What follows belongs to an exercise in optimizing a design on an open flow for small area; a production flow would make more cautious choices.
RTL that was checked went through simulation tests only; none was proved equivalent to the original.
For run 2, only the layout was checked, not whether the RTL still works.
No run shown here takes its clock network from TritonCTS; it comes from the design's own scripts or RTL.
No driver is modelled on the clock port, so clock power and skew are understated where the tree is cut down; a real chip needs a root buffer or a tree.
Power figures rest on the tool's default switching activity, not on a simulated workload.

<file path="design/flow/standard.sh">
#!/bin/bash
# synth_recipe.tcl (not shown) runs the flow's synth.tcl, then flattens the netlist and writes it again
# the make line also repeats each setting of config.mk as NAME=value (left out here)
make -C /OpenROAD-flow-scripts/flow DESIGN_CONFIG=/design/flow/config.mk WORK_HOME=/design/flow/orfs CLKGATE_MAP_FILE= SYNTH_SCRIPT=/design/flow/synth_recipe.tcl "${@:-finish}"
</file>
<file path="design/flow/config.mk">
export PLATFORM = sky130hd
export DESIGN_NAME = top_logic_n_packs
export DESIGN_NICKNAME = top_logic_n_packs
export VERILOG_FILES = /design/flow/design.v
export SDC_FILE = /design/flow/constraint.sdc
export NUM_CORES = 4
export LEC_CHECK = 0
export CAP_MARGIN = 20
export CORE_MARGIN = 2
export CORE_UTILIZATION = 40
export GPL_TIMING_DRIVEN = 0
export PLACE_DENSITY = 0.6
export SLEW_MARGIN = 20
</file>
<file path="design/flow/flow/run.sh">
#!/bin/bash
# Own layout flow: the standard flow (standard.sh) with these changes:
#  - synthesis maps the logic with ABC using an area-recovery script (flow/area.abc) instead of
#    the speed script, and without buffers on pass-through wires (SYNTH_INSBUF=0); everything
#    else in the synthesis script is the standard flow's (synth_recipe.tcl), so the registers are the same;
#    adders are left to ABC too (ADDER_MAP_FILE empty: no half-adder cells from extract_fa);
#  - every flip-flop then gets the instance name the standard synthesis gives it (flow/rename_ffs.py,
#    matched by the register net it drives), as Yosys numbers some of them;
#  - ports get small buffers (buf_1), and the clock is one buffer (flow/pre_cts.tcl).
# Logs: ref_synth.log (standard synthesis), standard.log (the make run), orfs/logs (each step).
set -euo pipefail
W=$PWD
# 1. the standard synthesis, for its register names
sed "s#WORK_HOME=[^ ]*#WORK_HOME=$W/ref_orfs#" standard.sh > ref_standard.sh
grep -q "WORK_HOME=$W/ref_orfs" ref_standard.sh
bash ref_standard.sh synth > ref_synth.log 2>&1
REF=$(ls $W/ref_orfs/results/*/top_logic_n_packs/base/1_2_yosys.v)
# 2. own synthesis
{
  echo "proc abc {args} {"
  echo "  set i [lsearch -exact \$args -script]"
  echo "  if {\$i >= 0} { lset args [expr {\$i + 1}] $W/flow/area.abc }"
  echo "  yosys abc {*}\$args"
  echo "}"
  cat synth_recipe.tcl
} > own_synth.tcl
sed "s#SYNTH_SCRIPT=[^ ]*#SYNTH_SCRIPT=$W/own_synth.tcl#" standard.sh > own_standard.sh
grep -q "SYNTH_SCRIPT=$W/own_synth.tcl" own_standard.sh
bash own_standard.sh SYNTH_INSBUF=0 ADDER_MAP_FILE= synth > standard.log 2>&1
RES=$(dirname $(ls $W/orfs/results/*/top_logic_n_packs/base/1_2_yosys.v))
python3 flow/rename_ffs.py $REF $RES/1_2_yosys.v $RES/1_2_yosys.renamed.v > rename.log 2>&1
mv $RES/1_2_yosys.renamed.v $RES/1_2_yosys.v
rm -f $RES/1_synth.odb $RES/1_synth.sdc
# 3. the rest of the flow
export BUFFER_PORTS_ARGS="-buffer_cell sky130_fd_sc_hd__buf_1"
export PRE_CTS_TCL=$W/flow/pre_cts.tcl
bash own_standard.sh SYNTH_INSBUF=0 ADDER_MAP_FILE= finish >> standard.log 2>&1
</file>
<file path="design/flow/design.v">
module top_logic_n_packs(
	input we,
	output led0,
	input led1,
	output reg led2,
	output reg led3,
	input reset,
	input tx_clk,
	input txinit_done,
	output [31:0] tx_data,
	output tx_k
);
localparam [1:0] F0 = 2'b00, FS2 = 2'b01, FP = 2'b11, FD = 2'b10;
reg [1:0] fsm;
reg [13:0] cq;        
wire [13:0] cnt = cq ^ 14'h2aaa;
reg [6:0] r;          
reg sync0, sync1;     
reg st, al;           
wire f7 = r[5] ^ r[6];
wire f9 = r[4] ^ r[6];
wire f12 = r[5] ^ r[0];
wire f13 = r[4] ^ r[1];
wire f83 = r[3] ^ r[1];
wire f96 = r[4] ^ r[0];
wire f4 = f12 ^ f83;
wire f6 = f12 ^ f13;
wire f10 = r[2] ^ f96;
wire f14 = f7 ^ f13;
wire f15 = r[5] ^ f13;
wire f16 = f7 ^ r[1];
wire f19 = f7 ^ r[3];
wire f23 = f9 ^ r[3];
wire f26 = r[2] ^ f83;
wire f31 = r[5] ^ f96;
wire f68 = r[0] ^ f83;
wire f0 = f6 ^ f7;
wire f3 = f9 ^ f10;
wire f5 = f10 ^ f83;
wire f11 = f4 ^ f10;
wire f17 = f10 ^ f16;
wire f18 = f4 ^ f16;
wire f20 = f13 ^ f19;
wire f22 = f4 ^ f96;
wire f24 = f4 ^ r[2];
wire f25 = f16 ^ r[2];
wire f28 = f14 ^ f26;
wire f30 = r[4] ^ f26;
wire f69 = f26 ^ r[0];
wire f70 = f14 ^ r[2];
wire f71 = f4 ^ f7;
wire f82 = f4 ^ f9;
wire f103 = r[5] ^ f23;
wire f27 = f3 ^ f31;
wire f29 = f0 ^ f10;
wire f72 = f5 ^ r[6];
wire f75 = f7 ^ f30;
wire f97 = f3 ^ r[1];
wire f116 = r[5] ^ f3;
wire [31:0] o = {f31, f30, f29, f28, f27, f26, f25, f24, f23, f22, r[3], f20, f19, f18, f17, f16, f15, f14, f13, f12, f11, f10, f9, r[6], f7, f6, f5, f4, f3, r[4], r[5], f0};   
wire [19:0] crc;
assign crc[0] = ~f19;
assign crc[1] = ~f83;
assign crc[2] = ~f116;
assign crc[3] = ~f71;
assign crc[4] = ~f97;
assign crc[5] = ~r[2];
assign crc[6] = f96;
assign crc[7] = f24;
assign crc[8] = ~f75;
assign crc[9] = r[0];
assign crc[10] = r[1];
assign crc[11] = ~f72;
assign crc[12] = f68;
assign crc[13] = ~f69;
assign crc[14] = f70;
assign crc[15] = ~f71;
assign crc[16] = ~f72;
assign crc[17] = f82;
assign crc[18] = ~f20;
assign crc[19] = f103;
wire in_s2 = (fsm == FS2);
wire post = (fsm == FP);
wire ph_s1 = post & ~cnt[0] & ~cnt[2];
wire ph_s2f = post & cnt[0] & cnt[2];
wire ph_s3 = post & cnt[1] & cnt[2];
wire ph_s4a = post & ~cnt[0] & ~cnt[1];
wire ph_s4b = post & cnt[0] & ~cnt[2];
wire term = cnt[0] & cnt[1] & cnt[2] & ~cnt[3] & cnt[4] & cnt[6] & cnt[7] & cnt[8] & cnt[10] & cnt[11] & cnt[12];   
wire first = r[0] & r[1] & ~r[4];   
wire last = ~r[0] & r[2];   
wire en = in_s2 | ph_s3 | (ph_s2f & first);
wire link = post | in_s2;
always @(posedge tx_clk) begin
	sync0 <= txinit_done;
	sync1 <= sync0;
	cq <= (((fsm == F0) | ph_s4b) ? 14'h2aaa : {cnt[12:0], cnt[13] ^ cnt[4] ^ cnt[2] ^ cnt[0]}) ^ 14'h2aaa;
	if (en) r <= {f103, f96, f97, f116, f30, r[3], f20};
	case (fsm)
		F0: if (we) fsm <= FP;
		FP: if (ph_s2f) fsm <= FS2; else if (ph_s4b & last) fsm <= FD;
		FS2: if (term) fsm <= FP;
		default: ;
	endcase
	if (sync1) st <= 1'b1;
	if (ph_s1 & (st | sync1)) al <= 1'b1;
	if (reset) begin
		fsm <= F0;
		r <= 7'd67;
		st <= 1'b0;
		al <= 1'b0;
	end
end
wire eop = al & ph_s4a;
wire sop = al & ph_s2f;
wire dat = al & (in_s2 | ph_s3);
wire idle = st & ~eop & ~sop & ~dat;
assign tx_k = st & ~dat;   
assign tx_data[31:28] = {4{dat}} & o[31:28];
assign tx_data[27:8] = ({20{eop}} & crc) | ({20{dat}} & o[27:8]);
assign tx_data[7:0] = ({8{eop}} & 8'hDC) | ({8{sop}} & 8'h3C) | ({8{idle}} & 8'hBC) | ({8{dat}} & o[7:0]);
assign led0 = txinit_done;
always @(*) begin
	led2 = link;
	led3 = we;
end
endmodule
</file>
<file path="design/flow/flow/pre_cts.tcl">
# Sourced by ORFS's cts.tcl before clock tree synthesis (PRE_CTS_TCL). The design has few
# flip-flops, so instead of TritonCTS's two-level H-tree the clock port drives one clkbuf_16
# placed at the centre of the flip-flops, which drives every flip-flop clock pin.
rename clock_tree_synthesis tritoncts_clock_tree_synthesis
proc clock_tree_synthesis {args} {
  set block [ord::get_db_block]
  set n 0
  set sx 0
  set sy 0
  foreach inst [$block getInsts] {
    if { [string match "*df*" [[$inst getMaster] getName]] } {
      set loc [$inst getLocation]
      set sx [expr { $sx + [lindex $loc 0] }]
      set sy [expr { $sy + [lindex $loc 1] }]
      incr n
    }
  }
  set dbu [$block getDbUnitsPerMicron]
  set x [expr { double($sx) / $n / $dbu }]
  set y [expr { double($sy) / $n / $dbu }]
  set buf [insert_buffer -buffer_cell sky130_fd_sc_hd__clkbuf_16 -net tx_clk \
    -location [list $x $y] -buffer_name clkbuf_0_tx_clk -net_name clknet_0_tx_clk]
  foreach net [$block getNets] {
    foreach iterm [$net getITerms] {
      if { [[$iterm getMTerm] getName] == "CLK" } { $net setSigType CLOCK; break }
    }
  }
  [$block findNet tx_clk] setSigType CLOCK
  set_propagated_clock [all_clocks]
  puts "clock tree: one sky130_fd_sc_hd__clkbuf_16 at ($x, $y) for $n flip-flops"
}
</file>
<file path="design/flow/flow/rename_ffs.py">
#!/usr/bin/env python3
"""rename_ffs.py REF.v IN.v OUT.v: give every flip-flop in IN.v (a Yosys netlist) the instance
name that the flip-flop driving the same Q net has in REF.v (bench's standard synthesis of the
same RTL), so that the layout's registers pair with the standard synthesis's by name."""
import re, sys
CELL = re.compile(r'^([ \t]*)(sky130_fd_sc_hd__\w+) +(\S+) +\((.*?)\);', re.S | re.M)
def flops(text):
    out = {}
    for m in CELL.finditer(text):
        if re.match(r'sky130_fd_sc_hd__(e|s)?df', m.group(2)):
            q = re.search(r'\.Q\(\s*(\S+)\s*\)', m.group(4)).group(1)
            out[q] = m.group(3)
    return out
ref = flops(open(sys.argv[1]).read())
text = open(sys.argv[2]).read()
mine = flops(text)
assert sorted(ref) == sorted(mine), (set(ref) ^ set(mine))
want = {mine[q]: ref[q] for q in mine}           # my flop name -> standard name
taken = set(want.values())
def fix(m):
    name = m.group(3)
    if name in want:
        new = want[name]
    elif name in taken:                          # another cell already has that name
        new = name.rstrip() + '_c'
    else:
        return m.group(0)
    if new == name:
        return m.group(0)
    return '%s%s %s (%s);' % (m.group(1), m.group(2), new, m.group(4))
text = CELL.sub(fix, text)
assert flops(text) == ref
open(sys.argv[3], 'w').write(text)
print('renamed %d of %d flip-flops' % (sum(1 for k, v in want.items() if k != v), len(want)))
</file>
<file path="design/flow/flow/area.abc">
strash
&get -n
&st
&dch -f
&nf -R 1000
&put
</file>
<file path="design/flow/constraint.sdc">
create_clock -name core_clock -period 5.0 [get_ports {tx_clk}]
set_input_delay 1.0000 -clock core_clock [delete_from_list [all_inputs] [get_ports {tx_clk}]]
set_output_delay 1.0000 -clock core_clock [all_outputs]
set_load 0.01 [all_outputs]
</file>
==> results.sh, run 1 <==
export IMPL_status="no timing/DRC/antenna violations"
export IMPL_ctsHoldBuffers=0
export IMPL_drt_iter0_drc=57
export IMPL_postCtsSetupRepairBufs=0
export IMPL_r2r_end="r[3]$_SDFFE_PP0P_"
export IMPL_rr_startpoint="r[0]$_SDFFE_PP1P_"
export IMPL_path_max_fanout=9
export IMPL_drtPass1Iterations=4
export IMPL_yosys_area_top_type="dfxtp_1"
export IMPL_max_stage_delay_ps=570
export IMPL_dieWidth_um=64.08
export IMPL_critPathRequiredTime_ps=4000
export IMPL_slew_viol_final=0
export IMPL_multi_input_area_um2=888.4
export IMPL_drt_antenna_violating_nets=0
export IMPL_cp_startpoint="r[0]$_SDFFE_PP1P_"
export IMPL_worstPathArrival_ps=2650
export IMPL_cp_common_cell="xnor2_1"
export IMPL_setup_viol=0
export IMPL_synth_cells=174
export IMPL_period_needed_ps=3649
export IMPL_diodes=0
export IMPL_antenna_found_initial=0
export IMPL_power_leakage_nw=0.5909
export IMPL_fmax_mhz=274.0
export IMPL_tns_ps=0
export IMPL_seqCellArea_um2=540.5
export IMPL_fillCellCount=356
export IMPL_hold_class="reg2reg"
export IMPL_grt_max_degree=30
export IMPL_setup_worst_path_class="reg2out"
export IMPL_power_density_nw_per_um2=457.9
export IMPL_worst_setup_path_start_kind="register"
export IMPL_num_vias=1337
export IMPL_ys_ff_latch=27
export IMPL_fin_hold_ws_ps=351.7
export IMPL_grt_remaining_overflow=0
export IMPL_wire_per_inst_um=13.05
export IMPL_core_area_um2=3390
export IMPL_viasPerCell=5.142
export IMPL_io_pins=41
export IMPL_final_common_cell="buf_1"
export IMPL_rsz0062_at_grt="no"
export IMPL_grt_pass1_vias=1284
export IMPL_synth_top_cell_area_share=0.3744
export IMPL_ir_worst_vdd_mv=0.2839
export IMPL_netlist_top_cells_area="dfxtp_1 37%, xnor2_1 16%, nor2_1 8.3%"
export IMPL_fp_dieH_um=64.08
export IMPL_setup_ws_ps=1351
export IMPL_maxCapViolCount=0
export IMPL_mostFrequentLayoutCells="40 x buf_1, 32 x nor2_1, 27 x xnor2_1, 27 x dfxtp_1, 17 x o21ai_0"
export IMPL_setup_worst_path_end="tx_data[12]"
export IMPL_clk_latency_ps=160
export IMPL_cp_end_kind="output port"
export IMPL_total_power_mw=0.7659
export IMPL_gp_congestion=0.8642
export IMPL_ys_warn_count=1
export IMPL_start_util=0.4260
export IMPL_synth_nets=179
export IMPL_max_slew_margin=0.2943
export IMPL_grt_pass1_wl_um=5809
export IMPL_min_period_over_period=0.7299
export IMPL_dp_slack_ps=1543
export IMPL_grt_usage=0.1681
export IMPL_die_area_um2=4106
export IMPL_yosysUniqueCellTypes=26
export IMPL_crit_chain="xor2_1 > xnor2_1 > xnor2_1 > xnor2_1 > o21ai_0 > buf_1"
export IMPL_drt_wl_total_um=3393
export IMPL_nNetsFinal=221
export IMPL_final_util=0.4935
export IMPL_ys_flop_type="dfxtp_1"
export IMPL_finalHoldViolations=0
export IMPL_worst_r2r_setup_slack_ps=2430
export IMPL_synthArstFlopShare=0
export IMPL_syn_area_um2=1444
export IMPL_layout_drive_gt1_share=0.004673
export IMPL_cts_resized_gates=0
export IMPL_crit_path_top_delay_cell="dfxtp_1"
export IMPL_synth_edf_count=0
export IMPL_io_buffers=39
export IMPL_clk_transition_reported_paths_ps=100
export IMPL_syn2layout_area_growth_pct=15.86
export IMPL_tightestPinTransition_ps=1045
export IMPL_ys_seq_area_frac=0.3744
export IMPL_ff2ff_path_depth=6
export IMPL_placementRows=21
export IMPL_avgSynthCellArea_um2=8.298
export IMPL_dp_hpwl_um=2670
export IMPL_drc=0
export IMPL_clock_skew_final_ps=1.422
## power breakdown
part	switching [mW]	leakage (nW)	internal [mW]
sequential	0.0478	0.225	0.257
clock	0.0508	0.0123	0.0368
combinational	0.215	0.354	0.158
## flip-flops by register name, summed over array words and instances (netlist names)
name,cells
al,1
cq,14
fsm,2
r,7
st,1
sync0,1
sync1,1
## Yosys cell counts (2+ instances only)
library cell and count:
o22ai_1 10, nand2_1 10, nor2_1 32, clkinv_1 3
a211oi_1 2, mux2i_1 2, xnor2_1 27, dfxtp_1 27
nand3_1 3, xor2_1 13, and3_1 2, o211ai_1 2
a22o_1 3, a21oi_1 7, and2_0 3, nor3_1 2
o21ai_0 17
## layout make-up, clock buffers not listed
cell class / instances / area share
flip-flops and latches: 27 / 0.3231
plain buffers: 1 / 0.002244
inverters: 3 / 0.006732
multi-input cells: 143 / 0.5310
well taps: 46 / 0.03441
repair buffers: 39 / 0.08751
## worst max-delay path, delay by kind of cell, from the launching register on
| kind | cells | cell delay, ps |
|---|---|---|
| DFF | 1 | 570 |
| buffers and inverters | 1 | 190 |
| AOI/OAI and AO/OA | 1 | 200 |
| xor gates and xnor gates | 4 | 1520 |
## kinds of logic after synthesis
| group | count (synthesis) | synth area share |
|---|---|---|
| AOI/OAI and AO/OA | 45 | 0.1898 |
| xor gates and xnor gates | 40 | 0.2426 |
| buffers and inverters | 4 | 0.01040 |
| DFF | 27 | 0.3744 |
| muxes | 2 | 0.01387 |
| and+or+nand+nor | 56 | 0.1690 |
## through the flow
step                area (um2)  cells
floorplan                 1444    174
global placement          1648    259
detailed placement        1648    259
CTS                       1673    260
global route              1673    260
finish                    1673    260
## metal layers
metal,up-vias,part of all wire,track usage
met5,-,0,0
met3,2,0.037,0.003521
met4,0,0.0059,0.01630
met2,28,0.51,0.3307
li1,687,-,-
met1,620,0.45,0.2081
## worst min-delay path by stage
stage / slack [ps] / end / depth (start not counted) / from
floorplan: 310 / sync1$_DFF_P_ / 0 / sync0$_DFF_P_
global placement: 310 / sync1$_DFF_P_ / 0 / sync0$_DFF_P_
detailed placement: 330 / sync1$_DFF_P_ / 0 / sync0$_DFF_P_
CTS: 350 / sync1$_DFF_P_ / 0 / sync0$_DFF_P_
global route: 360 / sync1$_DFF_P_ / 0 / sync0$_DFF_P_
finish: 350 / sync1$_DFF_P_ / 0 / sync0$_DFF_P_
==> inputs of run 2 (changes only) <==
--- a/design/flow/design.v
+++ b/design/flow/design.v
@@ -82,18 +82,18 @@
 wire in_s2 = (fsm == FS2);
 wire post = (fsm == FP);
-wire ph_s1 = post & ~cnt[0] & ~cnt[2];
-wire ph_s2f = post & cnt[0] & cnt[2];
-wire ph_s3 = post & cnt[1] & cnt[2];
-wire ph_s4a = post & ~cnt[0] & ~cnt[1];
-wire ph_s4b = post & cnt[0] & ~cnt[2];
-wire term = cnt[0] & cnt[1] & cnt[2] & ~cnt[3] & cnt[4] & cnt[6] & cnt[7] & cnt[8] & cnt[10] & cnt[11] & cnt[12];   
+wire ph_s1 = post & ~cnt[0] & ~cnt[6];
+wire ph_s2f = post & ~cnt[1];
+wire ph_s3 = post & cnt[0] & ~cnt[6];
+wire ph_s4a = post & cnt[0] & cnt[1] & cnt[6];
+wire ph_s4b = post & ~cnt[0] & cnt[6];
+wire term = cnt[0] & cnt[1] & cnt[2] & cnt[3] & cnt[4] & ~cnt[5] & cnt[6] & cnt[7] & ~cnt[9] & cnt[10] & cnt[11] & ~cnt[12];   
 wire first = r[0] & r[1] & ~r[4];   
 wire last = ~r[0] & r[2];   
 wire en = in_s2 | ph_s3 | (ph_s2f & first);
-wire link = post | in_s2;
+wire link = fsm[0];   
 always @(posedge tx_clk) begin
 	sync0 <= txinit_done;
 	sync1 <= sync0;
-	cq <= (((fsm == F0) | ph_s4b) ? 14'h2aaa : {cnt[12:0], cnt[13] ^ cnt[4] ^ cnt[2] ^ cnt[0]}) ^ 14'h2aaa;
+	cq <= (((fsm == F0) | ph_s4b) ? 14'h2aaa : {cnt[12:0], cnt[13] ^ cnt[0]}) ^ 14'h2aaa;
 	if (en) r <= {f103, f96, f97, f116, f30, r[3], f20};
 	case (fsm)
==> run 2 against run 1 <==
Against the previous run: highest routed layer unchanged; critical endpoint unchanged; sequential share of layout area down 0.17 points; critical path depth unchanged; cell area up 0.52%.
==> results.sh, run 2 <==
export IMPL_cp_end_kind="output port"
export IMPL_slew_viol_final=0
export IMPL_final_area_um2=1682
export IMPL_io_buffers=39
export IMPL_core_area_um2=3416
export IMPL_ys_ff_latch=27
export IMPL_ys_seq_area_frac=0.3740
export IMPL_largest_reg_flops=14
export IMPL_maxCapViolCount=0
export IMPL_wire_per_inst_um=12.96
export IMPL_clk_latency_ps=160
export IMPL_setup_ws_ps=1340
export IMPL_drt_wl_total_um=3435
export IMPL_synth_edf_count=0
export IMPL_postCtsSetupRepairBufs=0
export IMPL_netlist_top_cells_area="dfxtp_1 37%, xnor2_1 15%, nor2_1 8.1%"
export IMPL_yosysUniqueCellTypes=22
export IMPL_tightestPinTransition_ps=835.8
export IMPL_dieWidth_um=64.11
export IMPL_grt_pass1_wl_um=5582
export IMPL_power_density_nw_per_um2=593.1
export IMPL_path_max_fanout=9
export IMPL_drt_iter0_drc=82
export IMPL_yosys_area_top_type="dfxtp_1"
export IMPL_largest_register="cq"
export IMPL_nNetsFinal=226
export IMPL_viasPerCell=5.079
export IMPL_ir_worst_vdd_mv=0.3955
export IMPL_cts_resized_gates=0
export IMPL_setup_worst_path_class="reg2out"
export IMPL_ys_flop_type="dfxtp_1"
export IMPL_power_leakage_nw=0.6087
export IMPL_worstPathArrival_ps=2660
export IMPL_fillCellCount=386
export IMPL_final_common_cell="buf_1"
export IMPL_fmax_mhz=273.3
export IMPL_synth_nets=184
export IMPL_drt_antenna_violating_nets=0
export IMPL_ys_warn_count=1
export IMPL_gp_congestion=0.8491
export IMPL_clock_skew_final_ps=2.433
export IMPL_rsz0062_at_grt="no"
export IMPL_status="no timing/DRC/antenna violations"
export IMPL_dp_hpwl_um=2549
export IMPL_yosysMostFrequentCell="nor2_1"
export IMPL_finalHoldViolations=0
export IMPL_synthTopCellsByCount="31 x nor2_1, 27 x dfxtp_1, 24 x xnor2_1"
export IMPL_diodes=0
export IMPL_tns_ps=0
export IMPL_max_slew_margin=0.4414
export IMPL_hold_class="reg2reg"
export IMPL_drtPass1Iterations=4
export IMPL_synth_top_cell_area_share=0.3740
export IMPL_syn2layout_area_growth_pct=16.36
export IMPL_synthArstFlopShare=0
export IMPL_ctsHoldBuffers=0
export IMPL_clk_transition_reported_paths_ps=100
export IMPL_grt_pass1_vias=1160
export IMPL_placementRows=21
export IMPL_grt_usage=0.1645
export IMPL_syn_area_um2=1445
export IMPL_mostFrequentLayoutCells="39 x buf_1, 31 x nor2_1, 27 x dfxtp_1, 24 x xnor2_1, 20 x o21ai_0"
export IMPL_start_util=0.4231
export IMPL_period_needed_ps=3660
export IMPL_reg_top3="cq (14), r (7), fsm (2)"
export IMPL_total_power_mw=0.9973
export IMPL_grt_max_degree=30
export IMPL_fp_dieH_um=64.11
export IMPL_grt_remaining_overflow=0
export IMPL_worst_setup_path_start_kind="register"
export IMPL_avgSynthCellArea_um2=8.073
export IMPL_antenna_found_initial=0
export IMPL_min_period_over_period=0.7319
export IMPL_drc=0
export IMPL_synth_cells=179
export IMPL_setup_viol=0
export IMPL_critPathRequiredTime_ps=4000
export IMPL_placed_area_um2=1649
export IMPL_dp_slack_ps=1563
export IMPL_io_pins=41
export IMPL_die_area_um2=4109
export IMPL_layout_drive_gt1_share=0.009132
export IMPL_num_vias=1346
run 2: changes by cell type in the layout (fill, tap and decap cells not counted), moves of 2 or more:
cell and delta:
o21ai_0 +3, nand2_1 +5, and3_1 +2, xnor2_1 -3
run 2: where the power goes:
group / internal [mW] / total [mW] / switching, mW
registers: 0.274 / 0.344 / 0.0693
clock network: 0.0370 / 0.0922 / 0.0551
logic: 0.234 / 0.562 / 0.327
total: 0.546 / 0.997 / 0.452
run 2: worst max-delay path: stages, from the launching register on:
cell and delay (ps):
dfxtp_1 570, xor2_1 500, xnor2_1 350, xnor2_1 540
xnor2_1 160, o21ai_0 200, buf_1 180
run 2: cell families after synthesis:
kind of cell / after synthesis / share of synthesized area
multiplexers: 2 / 0.01385
XOR/XNOR: 37 / 0.2242
flip-flops: 27 / 0.3740
AND/OR/NAND/NOR: 62 / 0.1887
buffers and inverters: 4 / 0.01039
AO/OA/AOI/OAI: 47 / 0.1887
run 2: layout make-up, clock buffers not listed:
cell class              instances  area (um2)  share of cell area
well taps                      46       57.56             0.03423
repair buffers                 39       146.4             0.08705
inverters                       4       15.01            0.008929
multi-input cells             148       897.1              0.5335
flip-flops and latches         27       540.5              0.3214
run 2: routing by layer:
metal / vias to the layer above / share of wire / track usage
met5: - / 0 / 0
met4: 0 / 0.0058 / 0.007979
met3: 2 / 0.056 / 0.008803
met2: 41 / 0.46 / 0.2852
met1: 602 / 0.48 / 0.2372
li1: 701 / - / -
run 2: worst paths after layout:
path                     startpoint           endpoint  slack [ps]  cells past startpoint
setup reg to reg  r[0]$_SDFFE_PP1P_  r[3]$_SDFFE_PP0P_        2450                      6
hold reg to reg       sync0$_DFF_P_      sync1$_DFF_P_         340                      0
hold / removal        sync0$_DFF_P_      sync1$_DFF_P_         340                      0
setup / recovery  r[0]$_SDFFE_PP1P_        tx_data[12]        1340                      6
run 2: stage by stage:
| stage | hold slack (ps) | cells | util |
|---|---|---|---|
| 6_report | 336.3 | 265 | 0.4923 |
| 5_1_grt | 345.5 | 265 | 0.4923 |
| 4_1_cts | 338.6 | 265 | 0.4901 |
| 3_5_place_dp | 313.8 | 264 | 0.4828 |
| 3_3_place_gp | 311.3 | 264 | 0.4828 |
| 2_1_floorplan | 309.6 | 179 | - |
==> inputs of run 3 (changes only) <==
--- a/design/flow/design.v
+++ b/design/flow/design.v
@@ -82,10 +82,10 @@
 wire in_s2 = (fsm == FS2);
 wire post = (fsm == FP);
-wire ph_s1 = post & ~cnt[0] & ~cnt[6];
-wire ph_s2f = post & ~cnt[1];
-wire ph_s3 = post & cnt[0] & ~cnt[6];
-wire ph_s4a = post & cnt[0] & cnt[1] & cnt[6];
-wire ph_s4b = post & ~cnt[0] & cnt[6];
-wire term = cnt[0] & cnt[1] & cnt[2] & cnt[3] & cnt[4] & ~cnt[5] & cnt[6] & cnt[7] & ~cnt[9] & cnt[10] & cnt[11] & ~cnt[12];   
+wire ph_s1 = post & ~cnt[2];
+wire ph_s2f = post & cnt[0] & ~cnt[1];
+wire ph_s3 = post & cnt[0] & cnt[1];
+wire ph_s4a = post & ~cnt[0] & cnt[1] & cnt[2];
+wire ph_s4b = post & ~cnt[0] & ~cnt[1];
+wire term = cnt[0] & cnt[1] & ~cnt[2] & ~cnt[3] & cnt[4] & ~cnt[5] & ~cnt[6] & ~cnt[8] & cnt[9] & ~cnt[10] & ~cnt[12] & cnt[13];   
 wire first = r[0] & r[1] & ~r[4];   
 wire last = ~r[0] & r[2];   
@@ -95,5 +95,5 @@
 	sync0 <= txinit_done;
 	sync1 <= sync0;
-	cq <= (((fsm == F0) | ph_s4b) ? 14'h2aaa : {cnt[12:0], cnt[13] ^ cnt[0]}) ^ 14'h2aaa;
+	cq <= (((fsm == F0) | ph_s4b) ? 14'h2aaa : {cnt[12:0], cnt[13] ^ cnt[12]}) ^ 14'h2aaa;
 	if (en) r <= {f103, f96, f97, f116, f30, r[3], f20};
 	case (fsm)
==> run 3 against run 2 <==
Against the previous run: still clean; power fell by 3.1%; sequential cell count unchanged; worst hold slack improved by 4.3 ps; combinational power is 3% lower; maximum frequency shrank 0.75%; first-iteration DRC count shrank 49%; sequential share of layout area is 0.34 points higher; critical path depth is 2 higher; register-to-register slack better by 80 ps; area after synthesis shrank 0.69%; critical path type unchanged.
==> results.sh, run 3 <==
export IMPL_setup_ws_ps=1313
export IMPL_fmax_mhz=271.2
export IMPL_r2r_end="r[3]$_SDFFE_PP0P_"
export IMPL_ctsHoldBuffers=0
export IMPL_final_area_um2=1664
export IMPL_layout_drive_gt1_share=0.004673
export IMPL_drtPass1Iterations=4
export IMPL_tightestPinTransition_ps=1017
export IMPL_viasPerCell=5.158
export IMPL_setup_viol=0
export IMPL_finalHoldViolations=0
export IMPL_io_pins=41
export IMPL_io_buffers=39
export IMPL_power_density_nw_per_um2=580.8
export IMPL_drt_wl_total_um=3308
export IMPL_rsz0062_at_grt="no"
export IMPL_worstPathArrival_ps=2690
export IMPL_nNetsFinal=221
export IMPL_power_leakage_nw=0.5913
export IMPL_gp_congestion=0.7953
export IMPL_yosysMostFrequentCell="nor2_1"
export IMPL_antenna_found_initial=0
export IMPL_critPathRequiredTime_ps=4000
export IMPL_ys_warn_count=1
export IMPL_synthTopCellsByCount="36 x nor2_1, 28 x xnor2_1, 27 x dfxtp_1"
export IMPL_status="no timing/DRC/antenna violations"
export IMPL_slew_viol_final=0
export IMPL_ys_seq_area_frac=0.3766
export IMPL_rr_startpoint="r[0]$_SDFFE_PP1P_"
export IMPL_placed_area_um2=1639
export IMPL_grt_pass1_vias=1215
export IMPL_power_frac_clock=0.089
export IMPL_drt_iter0_drc=42
export IMPL_cp_end_kind="output port"
export IMPL_synth_top_cell_area_share=0.3766
export IMPL_wire_per_inst_um=12.72
export IMPL_path_max_fanout=31
export IMPL_dp_slack_ps=1548
export IMPL_worst_setup_path_start_kind="register"
export IMPL_grt_max_degree=32
export IMPL_netlist_top_cells_area="dfxtp_1 38%, xnor2_1 17%, nor2_1 9.4%"
export IMPL_num_vias=1341
export IMPL_layout_cells_non_filler=260
export IMPL_diodes=0
export IMPL_clk_transition_reported_paths_ps=90
export IMPL_grt_usage=0.1564
export IMPL_hold_path_startpoint="sync0$_DFF_P_"
export IMPL_tns_ps=0
export IMPL_grt_remaining_overflow=0
export IMPL_syn2layout_area_growth_pct=15.95
export IMPL_hold_class="reg2reg"
export IMPL_placementRows=21
export IMPL_final_common_cell="buf_1"
export IMPL_reg_top3="cq (14), r (7), fsm (2)"
export IMPL_min_path_cells=0
export IMPL_clock_skew_final_ps=3.858
export IMPL_clk_latency_ps=160
export IMPL_setup_worst_path_class="reg2out"
export IMPL_ir_worst_vdd_mv=0.2839
export IMPL_max_slew_margin=0.3134
export IMPL_p_int_mw=0.5445
export IMPL_period_needed_ps=3687
export IMPL_yosys_area_top_type="dfxtp_1"
export IMPL_synthArstFlopShare=0
export IMPL_ys_flop_type="dfxtp_1"
export IMPL_start_util=0.4234
export IMPL_swShare=0.4366
export IMPL_drc=0
export IMPL_avgSynthCellArea_um2=8.248
export IMPL_pwr_share_seq=0.348
export IMPL_drt_antenna_violating_nets=0
export IMPL_largest_reg_flops=14
export IMPL_cts_resized_gates=0
export IMPL_yosysUniqueCellTypes=29
export IMPL_synth_cells=174
export IMPL_maxCapViolCount=0
export IMPL_min_period_over_period=0.7375
export IMPL_grt_pass1_wl_um=5457
export IMPL_holdPathEnd="sync1$_DFF_P_"
export IMPL_dieWidth_um=63.90
export IMPL_largest_register="cq"
export IMPL_mostFrequentLayoutCells="39 x buf_1, 36 x nor2_1, 28 x xnor2_1, 27 x dfxtp_1, 15 x o21ai_0"
export IMPL_worst_r2r_setup_slack_ps=2530
export IMPL_postCtsSetupRepairBufs=0
export IMPL_core_area_um2=3390
export IMPL_ys_ff_latch=27
export IMPL_synth_nets=179
export IMPL_power_frac_comb=0.563
export IMPL_dp_hpwl_um=2598
export IMPL_ff2ff_path_depth=6
export IMPL_fp_dieH_um=63.90
export IMPL_syn_area_um2=1435
export IMPL_die_area_um2=4083
export IMPL_dp_cells=259
export IMPL_synth_edf_count=0
export IMPL_p_switching_mw=0.4219
==> run 3: worst max path at each step <==
stage                     slack [ps]  cells past startpoint    endpoint     startpoint
after global routing            1100                      8  tx_data[2]  cq[1]$_DFF_P_
after CTS                       1350                      8  tx_data[2]  cq[1]$_DFF_P_
after global placement          1610                      8  tx_data[2]  cq[1]$_DFF_P_
after detailed placement        1550                      8  tx_data[2]  cq[1]$_DFF_P_
after floorplan                 2040                      7  tx_data[2]  cq[1]$_DFF_P_
final                           1310                      8  tx_data[2]  cq[1]$_DFF_P_
==> run 3: per-layer routing <==
metal | share of wire | track usage | wire (um) | vias up
met1 | 0.49 | 0.2087 | 1621 | 626
met2 | 0.46 | 0.2839 | 1510 | 29
met5 | 0 | 0 | 0 | -
li1 | - | - | - | 682
met4 | 0.010 | 0.02174 | 34 | 0
met3 | 0.043 | 0.007042 | 141 | 4
==> run 3: logic make-up (layout without fill, tap and decap cells) <==
logic type,Yosys count,count (layout),synth area share
AO/OA/AOI/OAI,42,42,0.1779
XOR/XNOR,40,40,0.2441
buffers and inverters,3,43,0.007846
flip-flops,27,27,0.3766
multiplexers,1,1,0.006975
AND/OR/NAND/NOR,61,61,0.1866
==> run 3: worst max-delay path, cell delays in order, from the launching register on <==
cell      delay, ps
dfxtp_1         370
nand2b_1        180
a21boi_0        330
nand2_1         580
and2_0          410
nand3_1         120
and3_1          250
o21ai_0         120
buf_1           170
==> run 3: layout make-up, clock buffers not listed <==
type | instances | area, um2
fill | 351 | 1725
multi-input combinational | 144 | 883.3
sequential | 27 | 540.5
timing repair buffer | 39 | 146.4
tap | 46 | 57.56
inverter | 3 | 11.26
==> run 3: power groups by stage <==
stage / clock network (mW) / logic, mW / registers, mW
2_1_floorplan: 0 / 0.454 / 0.326
3_3_place_gp: 0 / 0.528 / 0.340
3_5_place_dp: 0 / 0.543 / 0.341
4_1_cts: 0.0904 / 0.545 / 0.336
5_1_grt: 0.0983 / 0.601 / 0.347
6_report: 0.0860 / 0.544 / 0.336
==> run 3: metrics by stage <==
stage,hold WS (ps),utilization,power [mW]
detailed placement,320.6,0.4836,0.8839
global route,354.6,0.4910,1.046
global placement,318.5,0.4836,0.8676
finish,340.6,0.4910,0.9665
floorplan,309.6,-,0.7795
CTS,344.1,0.4910,0.9719

==> re-timing with driven ports <==
In the flow no input, the clock included, has a driving cell. The finished layouts below were timed again as built, in two steps.
Step 1 assumes that a clkbuf_16 drives the clock port and a buf_2 every other input.
Step 2 adds t to the input delays and takes it off the output delays; t is the mean of the earliest and latest rising clock arrival at the registers after step 1. Input paths then give back, and output paths get back, about the clock's delay inside the block.
a / b / c = ideal / step 1 / step 2; a / b = the first two.
run | t, ns | setup WS [ns] | worst hold slack (ns) | worst register clock-pin slew, ns | worst data-port slew with drivers (ns)
run 1 | 0.185 | 1.351 / 1.322 / 1.507 | 0.352 / 0.352 / 0.352 | 0.10 / 0.10 | 0.03
run 2 | 0.190 | 1.340 / 1.311 / 1.501 | 0.336 / 0.336 / 0.336 | 0.10 / 0.10 | 0.03
run 3 | 0.183 | 1.313 / 1.284 / 1.467 | 0.341 / 0.341 / 0.341 | 0.09 / 0.09 | 0.03
After both steps every run listed still meets setup and hold.
